From an optimization exercise on the open Yosys and OpenROAD flow, aimed at small area; shortcuts taken in it are not production practice. At most, simulation tests tie the RTL to the original design; equivalence was not proved. No activity file was given, so power comes from the tool's default toggle rates.

==> inputs of onyx <==
Design sent_rx, start of the top module:
module sent_rx(
	input clk,
	input reset,
	input data_pulse,
	output reg locked,
	output reg [7:0] tick_len,
	output reg frame_valid,
	output reg frame_crc_ok,
	output reg [3:0] frame_status,
	output reg [23:0] frame_data,
	output reg [2:0] frame_nibbles,
	output reg serial_valid,
	output reg serial_enhanced,
	output reg serial_config,
	output [7:0] serial_id,
	output [15:0] serial_data
	);
	function [3:0] crc4_step(input [3:0] c, input [3:0] n);
		integer b;
		reg [4:0] t;
		begin
			t = {1'b0, c};
			for (b = 3; b >= 0; b = b - 1) begin
				t = {t[3:0], n[b]};
				if (t[4]) t = t ^ 5'b11101;
			end
			crc4_step = t[3:0];
		end
	endfunction
	reg a;
	reg cal;
	reg [7:0] r;
	reg [7:0] q;
	reg collecting;
	reg [3:0] fc;
	reg frame_end;
	reg [3:0] st_buf;
	reg [23:0] slots;
	reg [3:0] crc;
	reg [3:0] sid_a;
	reg [3:0] sid_b;
	reg [11:0] sdata;
	wire enh_c1 = serial_enhanced & serial_config;
	wire enh_c0 = serial_enhanced & ~serial_config;
	assign serial_id = {sid_a & {4{enh_c0}}, enh_c1 ? sid_a : sid_b};
	assign serial_data = {sid_b & {4{enh_c1}}, sdata};
	reg [16:0] bit3;
	reg [16:0] bit2;
	reg [4:0] count_frame;
	wire fall = a & ~data_pulse;
	wire lock_now = !locked && cal && fall && q != 0;
	wire [7:0] modulus = locked ? tick_len : 8'd56;
	wire [7:0] r_inc = r + 8'd1;
	wire wrap = fall ? (locked ? tick_len == 8'd1 : (cal && q == 8'd1)) : (r_inc == modulus);
	always @(posedge clk) begin
		if (wrap) r <= 8'd0;
		else if (fall) r <= 8'd1;
		else r <= r_inc;
		if (fall) q <= {7'd0, wrap};
		else if (wrap && q != 8'd255) q <= q + 8'd1;
	end
	always @(posedge clk or posedge reset) begin
		if (reset) begin
			a <= 1;
			cal <= 0;
			locked <= 0;
			tick_len <= 0;
			frame_end <= 0;
		end
  ...
==> module sent_rx, before the edit <==
module sent_rx(
	input clk,
	input reset,
	input data_pulse,
	output reg locked,
	output reg [7:0] tick_len,
	output reg frame_valid,
	output reg frame_crc_ok,
	output reg [3:0] frame_status,
	output reg [23:0] frame_data,
	output reg [2:0] frame_nibbles,
	output reg serial_valid,
	output reg serial_enhanced,
	output reg serial_config,
	output [7:0] serial_id,
	output [15:0] serial_data
	);
	function [3:0] crc4_step(input [3:0] c, input [3:0] n);
		integer b;
		reg [4:0] t;
		begin
			t = {1'b0, c};
			for (b = 3; b >= 0; b = b - 1) begin
				t = {t[3:0], n[b]};
				if (t[4]) t = t ^ 5'b11101;
			end
			crc4_step = t[3:0];
		end
	endfunction
	reg a;
	reg cal;
	reg [7:0] r;
	reg [7:0] q;
	reg collecting;
	reg [3:0] fc;
	reg frame_end;
	reg [3:0] st_buf;
	reg [23:0] slots;
	reg [3:0] crc;
	reg [3:0] sid_a;
	reg [3:0] sid_b;
	reg [11:0] sdata;
	wire enh_c1 = serial_enhanced & serial_config;
	wire enh_c0 = serial_enhanced & ~serial_config;
	assign serial_id = {sid_a & {4{enh_c0}}, enh_c1 ? sid_a : sid_b};
	assign serial_data = {sid_b & {4{enh_c1}}, sdata};
	reg [16:0] bit3;
	reg [16:0] bit2;
	reg [4:0] count_frame;
	wire fall = a & ~data_pulse;
	wire lock_now = !locked && cal && fall && q != 0;
	wire [7:0] modulus = locked ? tick_len : 8'd56;
	wire [7:0] r_inc = r + 8'd1;
	wire wrap = fall ? (locked ? tick_len == 8'd1 : (cal && q == 8'd1)) : (r_inc == modulus);
	always @(posedge clk) begin
		if (wrap) r <= 8'd0;
		else if (fall) r <= 8'd1;
		else r <= r_inc;
		if (fall) q <= {7'd0, wrap};
		else if (wrap && q != 8'd255) q <= q + 8'd1;
	end
	always @(posedge clk or posedge reset) begin
		if (reset) begin
			a <= 1;
			cal <= 0;
			locked <= 0;
			tick_len <= 0;
			frame_end <= 0;
		end
		else begin
			a <= data_pulse;
			if (fall) cal <= 1;
			if (lock_now) begin
				locked <= 1;
				tick_len <= q;
			end
			frame_end <= locked && collecting && q == 8'd28 && fc >= 4'd3;
		end
	end
	wire is_nib = q >= 8'd12 && q <= 8'd27;
	wire [3:0] nib = q[3:0] + 4'd4;
	always @(posedge clk) begin
		if (lock_now) begin
			collecting <= 1;
			fc <= 0;
		end
		else if (locked) begin
			if (collecting && q == 8'd28) collecting <= 0;
			if (fall) begin
				if (q == 8'd56) begin
					collecting <= 1;
					fc <= 0;
				end
				else if (is_nib) begin
					if (collecting) begin
						if (fc == 4'd8) collecting <= 0;
						else begin
							fc <= fc + 4'd1;
							if (fc == 4'd0) begin
								st_buf <= nib;
								crc <= 4'b0101;
							end
							else begin
								crc <= crc4_step(crc, nib);
								case (fc)
									4'd1: slots[23:20] <= nib;
									4'd2: slots[19:16] <= nib;
									4'd3: slots[15:12] <= nib;
									4'd4: slots[11:8] <= nib;
									4'd5: slots[7:4] <= nib;
									4'd6: slots[3:0] <= nib;
									default: ;
								endcase
							end
						end
					end
				end
				else collecting <= 0;
			end
		end
	end
	wire good = crc == 4'd0;
	wire [2:0] nd = fc[2:0] - 3'd2;
	reg [23:0] mask;
	integer j;
	always @(*) begin
		for (j = 0; j < 6; j = j + 1)
			mask[23 - 4 * j -: 4] = (j < nd) ? 4'hf : 4'h0;
	end
	wire [17:0] bit3_next = {bit3, st_buf[3]};
	wire [17:0] bit2_next = {bit2, st_buf[2]};
	reg [19:0] ts;
	reg valid_short;
	reg [35:0] te;
	reg valid_enh;
	integer p;
	always @(*) begin
		ts = {4'b0101, bit2_next[15:0]};
		for (p = 19; p > 3; p = p - 1)
			if (ts[p]) ts[p -: 5] = ts[p -: 5] ^ 5'b11101;
		valid_short = ts[3:0] == 4'd0;
		te = {6'b010101,
			bit2_next[11], bit3_next[11], bit2_next[10], bit3_next[10],
			bit2_next[9], bit3_next[9], bit2_next[8], bit3_next[8],
			bit2_next[7], bit3_next[7], bit2_next[6], bit3_next[6],
			bit2_next[5], bit3_next[5], bit2_next[4], bit3_next[4],
			bit2_next[3], bit3_next[3], bit2_next[2], bit3_next[2],
			bit2_next[1], bit3_next[1], bit2_next[0], bit3_next[0],
			bit2_next[17:12]};
		for (p = 35; p > 5; p = p - 1)
			if (te[p]) te[p -: 7] = te[p -: 7] ^ 7'b1011001;
		valid_enh = te[5:0] == 6'd0;
	end
	always @(posedge clk) begin
		if (frame_end && good) begin
			bit3 <= bit3_next[16:0];
			bit2 <= bit2_next[16:0];
		end
	end
	always @(posedge clk or posedge reset) begin
		if (reset) begin
			count_frame <= 0;
			frame_valid <= 0;
			frame_crc_ok <= 0;
			frame_status <= 0;
			frame_data <= 0;
			frame_nibbles <= 0;
			serial_valid <= 0;
			serial_enhanced <= 0;
			serial_config <= 0;
			sid_a <= 0;
			sid_b <= 0;
			sdata <= 0;
		end
		else begin
			frame_valid <= frame_end;
			serial_valid <= 0;
			if (frame_end) begin
				frame_crc_ok <= good;
				frame_status <= st_buf;
				frame_data <= slots & mask;
				frame_nibbles <= nd;
				if (!good) count_frame <= 0;
				else begin
					if (count_frame != 5'd18) count_frame <= count_frame + 5'd1;
					if (count_frame >= 5'd15 && bit3_next[15:0] == 16'h8000 && valid_short) begin
						serial_valid <= 1;
						serial_enhanced <= 0;
						serial_config <= 0;
						sid_a <= bit3_next[9:6];
						sid_b <= bit2_next[15:12];
						sdata <= {4'b0, bit2_next[11:4]};
						count_frame <= 0;
					end
					else if (count_frame >= 5'd17 && bit3_next[17:11] == 7'b1111110 && !bit3_next[5] && !bit3_next[0]
						&& valid_enh) begin
						serial_valid <= 1;
						serial_enhanced <= 1;
						serial_config <= bit3_next[10];
						sid_a <= bit3_next[9:6];
						sid_b <= bit3_next[4:1];
						sdata <= bit2_next[11:0];
						count_frame <= 0;
					end
				end
			end
		end
	end
endmodule
Settings: LEC_CHECK=0, CAP_MARGIN=20, CORE_MARGIN=2, CORE_UTILIZATION=40, CTS_BUF_LIST=sky130_fd_sc_hd__clkbuf_8, SLEW_MARGIN=20; clock period 40.0 ns.
run.sh (not shown) runs the stock make flow with config.mk's settings and CLKGATE_MAP_FILE= SYNTH_SCRIPT=/design/flow/synth_recipe.tcl, a recipe that flattens the netlist after the stock synthesis.
==> tundra (differences from onyx) <==
--- a/flow/design.v
+++ b/flow/design.v
@@ -14,4 +14,4 @@
 	output reg serial_config,
-	output [7:0] serial_id,
-	output [15:0] serial_data
+	output reg [7:0] serial_id,
+	output reg [15:0] serial_data
 	);
@@ -39,9 +39,2 @@
 	reg [3:0] crc;
-	reg [3:0] sid_a;
-	reg [3:0] sid_b;
-	reg [11:0] sdata;
-	wire enh_c1 = serial_enhanced & serial_config;
-	wire enh_c0 = serial_enhanced & ~serial_config;
-	assign serial_id = {sid_a & {4{enh_c0}}, enh_c1 ? sid_a : sid_b};
-	assign serial_data = {sid_b & {4{enh_c1}}, sdata};
 	reg [16:0] bit3;
@@ -51,11 +44,15 @@
 	wire lock_now = !locked && cal && fall && q != 0;
-	wire [7:0] modulus = locked ? tick_len : 8'd56;
-	wire [7:0] r_inc = r + 8'd1;
-	wire wrap = fall ? (locked ? tick_len == 8'd1 : (cal && q == 8'd1)) : (r_inc == modulus);
+	wire [7:0] modulus = locked ? tick_len : (lock_now ? q : 8'd56);
+	wire [7:0] rb = fall ? modulus : r;
+	wire [7:0] qb = fall ? 8'd0 : q;
 	always @(posedge clk) begin
-		if (wrap) r <= 8'd0;
-		else if (fall) r <= 8'd1;
-		else r <= r_inc;
-		if (fall) q <= {7'd0, wrap};
-		else if (wrap && q != 8'd255) q <= q + 8'd1;
+		if (rb == 8'd1) begin
+			r <= modulus;
+			if (qb != 8'd255) q <= qb + 8'd1;
+			else q <= qb;
+		end
+		else begin
+			r <= rb - 8'd1;
+			q <= qb;
+		end
 	end
@@ -104,11 +101,3 @@
 								crc <= crc4_step(crc, nib);
-								case (fc)
-									4'd1: slots[23:20] <= nib;
-									4'd2: slots[19:16] <= nib;
-									4'd3: slots[15:12] <= nib;
-									4'd4: slots[11:8] <= nib;
-									4'd5: slots[7:4] <= nib;
-									4'd6: slots[3:0] <= nib;
-									default: ;
-								endcase
+								if (fc <= 4'd6) slots[(6 - fc) * 4 +: 4] <= nib;
 							end
@@ -170,5 +159,4 @@
 			serial_config <= 0;
-			sid_a <= 0;
-			sid_b <= 0;
-			sdata <= 0;
+			serial_id <= 0;
+			serial_data <= 0;
 		end
@@ -189,5 +177,4 @@
 						serial_config <= 0;
-						sid_a <= bit3_next[9:6];
-						sid_b <= bit2_next[15:12];
-						sdata <= {4'b0, bit2_next[11:4]};
+						serial_id <= {4'b0, bit2_next[15:12]};
+						serial_data <= {8'b0, bit2_next[11:4]};
 						count_frame <= 0;
@@ -199,5 +186,10 @@
 						serial_config <= bit3_next[10];
-						sid_a <= bit3_next[9:6];
-						sid_b <= bit3_next[4:1];
-						sdata <= bit2_next[11:0];
+						if (!bit3_next[10]) begin
+							serial_id <= {bit3_next[9:6], bit3_next[4:1]};
+							serial_data <= {4'b0, bit2_next[11:0]};
+						end
+						else begin
+							serial_id <= {4'b0, bit3_next[9:6]};
+							serial_data <= {bit3_next[4:1], bit2_next[11:0]};
+						end
 						count_frame <= 0;
- CTS_BUF_LIST: sky130_fd_sc_hd__clkbuf_8 -> not set
==> amber (differences from onyx) <==
--- a/flow/design.v
+++ b/flow/design.v
@@ -131,26 +131,44 @@
 	wire [17:0] bit2_next = {bit2, st_buf[2]};
-	reg [19:0] ts;
-	reg valid_short;
-	reg [35:0] te;
-	reg valid_enh;
-	integer p;
-	always @(*) begin
-		ts = {4'b0101, bit2_next[15:0]};
-		for (p = 19; p > 3; p = p - 1)
-			if (ts[p]) ts[p -: 5] = ts[p -: 5] ^ 5'b11101;
-		valid_short = ts[3:0] == 4'd0;
-		te = {6'b010101,
-			bit2_next[11], bit3_next[11], bit2_next[10], bit3_next[10],
-			bit2_next[9], bit3_next[9], bit2_next[8], bit3_next[8],
-			bit2_next[7], bit3_next[7], bit2_next[6], bit3_next[6],
-			bit2_next[5], bit3_next[5], bit2_next[4], bit3_next[4],
-			bit2_next[3], bit3_next[3], bit2_next[2], bit3_next[2],
-			bit2_next[1], bit3_next[1], bit2_next[0], bit3_next[0],
-			bit2_next[17:12]};
-		for (p = 35; p > 5; p = p - 1)
-			if (te[p]) te[p -: 7] = te[p -: 7] ^ 7'b1011001;
-		valid_enh = te[5:0] == 6'd0;
-	end
+	wire [29:0] enh_bits = {
+		bit2_next[11], bit3_next[11], bit2_next[10], bit3_next[10],
+		bit2_next[9], bit3_next[9], bit2_next[8], bit3_next[8],
+		bit2_next[7], bit3_next[7], bit2_next[6], bit3_next[6],
+		bit2_next[5], bit3_next[5], bit2_next[4], bit3_next[4],
+		bit2_next[3], bit3_next[3], bit2_next[2], bit3_next[2],
+		bit2_next[1], bit3_next[1], bit2_next[0], bit3_next[0],
+		bit2_next[17:12]};
+	wire [15:0] short_bits = bit2_next[15:0];
+	wire ce_t0 = enh_bits[8] ^ enh_bits[10];
+	wire ce_t1 = enh_bits[11] ^ enh_bits[21];
+	wire ce_t2 = enh_bits[6] ^ ce_t0;
+	wire ce_t3 = enh_bits[7] ^ ce_t1;
+	wire ce_t4 = enh_bits[9] ^ enh_bits[22];
+	wire ce_t5 = enh_bits[12] ^ enh_bits[14];
+	wire ce_t6 = enh_bits[13] ^ enh_bits[15];
+	wire ce_t7 = enh_bits[16] ^ enh_bits[18];
+	wire ce_t8 = enh_bits[17] ^ enh_bits[22];
+	wire ce_t9 = enh_bits[19] ^ enh_bits[20];
+	wire ce_t10 = enh_bits[23] ^ enh_bits[24];
+	wire ce_t11 = enh_bits[25] ^ enh_bits[26];
+	wire ce_t12 = enh_bits[27] ^ enh_bits[28];
+	wire ce_t13 = enh_bits[29] ^ ce_t3;
+	wire ce_t14 = ce_t2 ^ ce_t6;
+	wire [5:0] enh_syn = {enh_bits[5] ^ enh_bits[8] ^ enh_bits[16] ^ enh_bits[26] ^ enh_bits[27] ^ ce_t3 ^ ce_t4 ^ ce_t5 ^ ce_t9,
+		enh_bits[4] ^ enh_bits[18] ^ ce_t9 ^ ce_t11 ^ ce_t13 ^ ce_t14,
+		enh_bits[3] ^ enh_bits[24] ^ ce_t1 ^ ce_t2 ^ ce_t7 ^ ce_t8 ^ ce_t11 ^ ce_t12,
+		enh_bits[2] ^ enh_bits[11] ^ enh_bits[15] ^ enh_bits[19] ^ enh_bits[25] ^ enh_bits[29] ^ ce_t0 ^ ce_t5 ^ ce_t8 ^ ce_t10,
+		enh_bits[1] ^ enh_bits[10] ^ enh_bits[13] ^ enh_bits[14] ^ enh_bits[28] ^ ce_t4 ^ ce_t7 ^ ce_t10 ^ ce_t13,
+		enh_bits[0] ^ enh_bits[12] ^ enh_bits[17] ^ enh_bits[20] ^ enh_bits[21] ^ enh_bits[23] ^ ce_t4 ^ ce_t12 ^ ce_t14};
+	wire cs_t0 = short_bits[4] ^ short_bits[11];
+	wire cs_t1 = short_bits[5] ^ short_bits[12];
+	wire cs_t2 = short_bits[6] ^ short_bits[13];
+	wire cs_t3 = cs_t0 ^ cs_t1;
+	wire [3:0] short_syn = {short_bits[3] ^ short_bits[10] ^ cs_t0 ^ cs_t2,
+		short_bits[2] ^ short_bits[9] ^ cs_t2 ^ cs_t3,
+		short_bits[1] ^ short_bits[8] ^ short_bits[15] ^ cs_t1 ^ cs_t2,
+		short_bits[0] ^ short_bits[7] ^ short_bits[14] ^ cs_t3};
+	wire valid_enh = enh_syn == 6'b100110;
+	wire valid_short = short_syn == 4'b1001;
 	always @(posedge clk) begin
-		if (frame_end && good) begin
+		if (frame_end) begin
 			bit3 <= bit3_next[16:0];
@@ -161,3 +179,3 @@
 		if (reset) begin
-			count_frame <= 0;
+			count_frame <= 5'd14;
 			frame_valid <= 0;
@@ -182,6 +200,6 @@
 				frame_nibbles <= nd;
-				if (!good) count_frame <= 0;
+				if (!good) count_frame <= 5'd14;
 				else begin
-					if (count_frame != 5'd18) count_frame <= count_frame + 5'd1;
-					if (count_frame >= 5'd15 && bit3_next[15:0] == 16'h8000 && valid_short) begin
+					if (count_frame != 5'd31) count_frame <= count_frame + 5'd1;
+					if (count_frame >= 5'd29 && bit3_next[15:0] == 16'h8000 && valid_short) begin
 						serial_valid <= 1;
@@ -192,5 +210,5 @@
 						sdata <= {4'b0, bit2_next[11:4]};
-						count_frame <= 0;
+						count_frame <= 5'd14;
 					end
-					else if (count_frame >= 5'd17 && bit3_next[17:11] == 7'b1111110 && !bit3_next[5] && !bit3_next[0]
+					else if (count_frame == 5'd31 && bit3_next[17:11] == 7'b1111110 && !bit3_next[5] && !bit3_next[0]
 						&& valid_enh) begin
@@ -202,3 +220,3 @@
 						sdata <= bit2_next[11:0];
-						count_frame <= 0;
+						count_frame <= 5'd14;
 					end
==> flow/flow/run.sh (new file) <==
#!/bin/bash
# The standard layout, with the smallest buffer on each port and a clock
# tree of clkbuf_8 without dummy loads. Each tool's output goes to a log here.
set -euo pipefail
export BUFFER_PORTS_ARGS="-buffer_cell sky130_fd_sc_hd__buf_1"
export CTS_ARGS="-sink_clustering_enable -repair_clock_nets -buf_list sky130_fd_sc_hd__clkbuf_4 -dont_use_dummy_load"
bash standard.sh > standard_flow.log 2>&1
==> flow/standard.sh (new file) <==
#!/bin/bash
# synth_recipe.tcl (not shown) runs the flow's synth.tcl, then flattens the netlist and writes it again
# the make line also repeats each setting of config.mk as NAME=value (left out here)
make -C /OpenROAD-flow-scripts/flow DESIGN_CONFIG=/design/flow/config.mk WORK_HOME=/design/flow/orfs CLKGATE_MAP_FILE= SYNTH_SCRIPT=/design/flow/synth_recipe.tcl "${@:-finish}"
- CORE_UTILIZATION: 40 -> 70
- CTS_BUF_LIST: sky130_fd_sc_hd__clkbuf_8 -> not set
removed: flow/run.sh
==> summary of the runs <==
Of onyx and tundra, tundra has the higher worst hold slack (gap 0.016 ns).
Routed wire length, lowest first: amber, onyx, tundra.
Cell area: amber is lower than tundra (about 20%).
Critical path depth: tundra is higher than onyx (2).
Combinational power: tundra < amber < onyx.
Of amber and onyx, onyx has the higher synthesized area (gap about 2.5%, measured against onyx).
Synthesized cell count: amber < onyx < tundra.
Global-route usage: onyx < tundra < amber.
Power, lowest first: amber, tundra, onyx.
==> figures <==
| metric | amber | tundra | onyx |
|---|---|---|---|
| Path depth of the worst reg2reg path | 7 | 15 | 9 |
| Master cell of the clock root buffer | sky130_fd_sc_hd__clkbuf_4 | sky130_fd_sc_hd__clkbuf_16 | sky130_fd_sc_hd__clkbuf_8 |
| Type of destination of the critical path | output pin | register | register |
| Sw frac | 27.08% | 23.73% | 26.43% |
| Critical path endpoint | serial_id[2] | q[6] | slots[4] |
| Actual slew at the worst max-slew pin | 0.9900 ns | 1.039 ns | 0.9654 ns |
| Status | timing/DRC/antenna clean | timing/DRC/antenna clean | timing/DRC/antenna clean |
| Number of enable flip-flop cells after synthesis | 67 | 66 | 67 |
| CP arrival | 1.66 ns | 11.10 ns | 10.46 ns |
| WHS Endpoint | cal | bit3[16] | bit3[15] |
| Net count after synthesis | 627 | 752 | 654 |
| Largest fanout on the critical path | 8 | 18 | 13 |
| Average cell area after synthesis | 12.22 um^2 | 11.67 um^2 | 12.01 um^2 |
| Clk network pwr share | 22.4% | 44.3% | 37.1% |
| Overall power | 0.0002918 W | 0.0003684 W | 0.0003706 W |
| Met1 Resource Use GR | 35.86% | 22.80% | 26.01% |
| Number of placed cells counting well taps | 796 | 1037 | 915 |
| Post-route cell area | 7898 um^2 | 9961 um^2 | 8954 um^2 |
| Synth Area in XOR/XNOR | 10.66% | 12.13% | 12.43% |
Only the layout flow was run in onyx; the RTL was not checked for function there.

[afterwards: timing with drivers on the ports]
Ports are ideal in the flow. The routed layouts listed here were re-timed in OpenROAD.
Step 1 (the two cells are an assumption about what drives the block):
set clk [get_ports {clk}]
set_driving_cell -lib_cell sky130_fd_sc_hd__clkbuf_16 $clk
set_driving_cell -lib_cell sky130_fd_sc_hd__buf_2 [delete_from_list [all_inputs] $clk]
Step 2 also shifts input and output timing later by t, the mid clock arrival at the registers, as if the neighbouring blocks saw the same clock.
a / b / c = ideal / step 1 / step 2; a / b = the first two.
run	t (ns)	setup slack, ns	pins driven straight from the clock port
onyx	0.483	29.678 / 29.693 / 29.210	1
tundra	0.468	29.244 / 29.259 / 28.791	1
amber	0.552	30.341 / 30.310 / 29.891	1
After both steps every run listed still meets setup and hold. For onyx, which loses most, drivers alone change the setup slack by +0.015 ns; drivers and shift together by -0.468 ns.
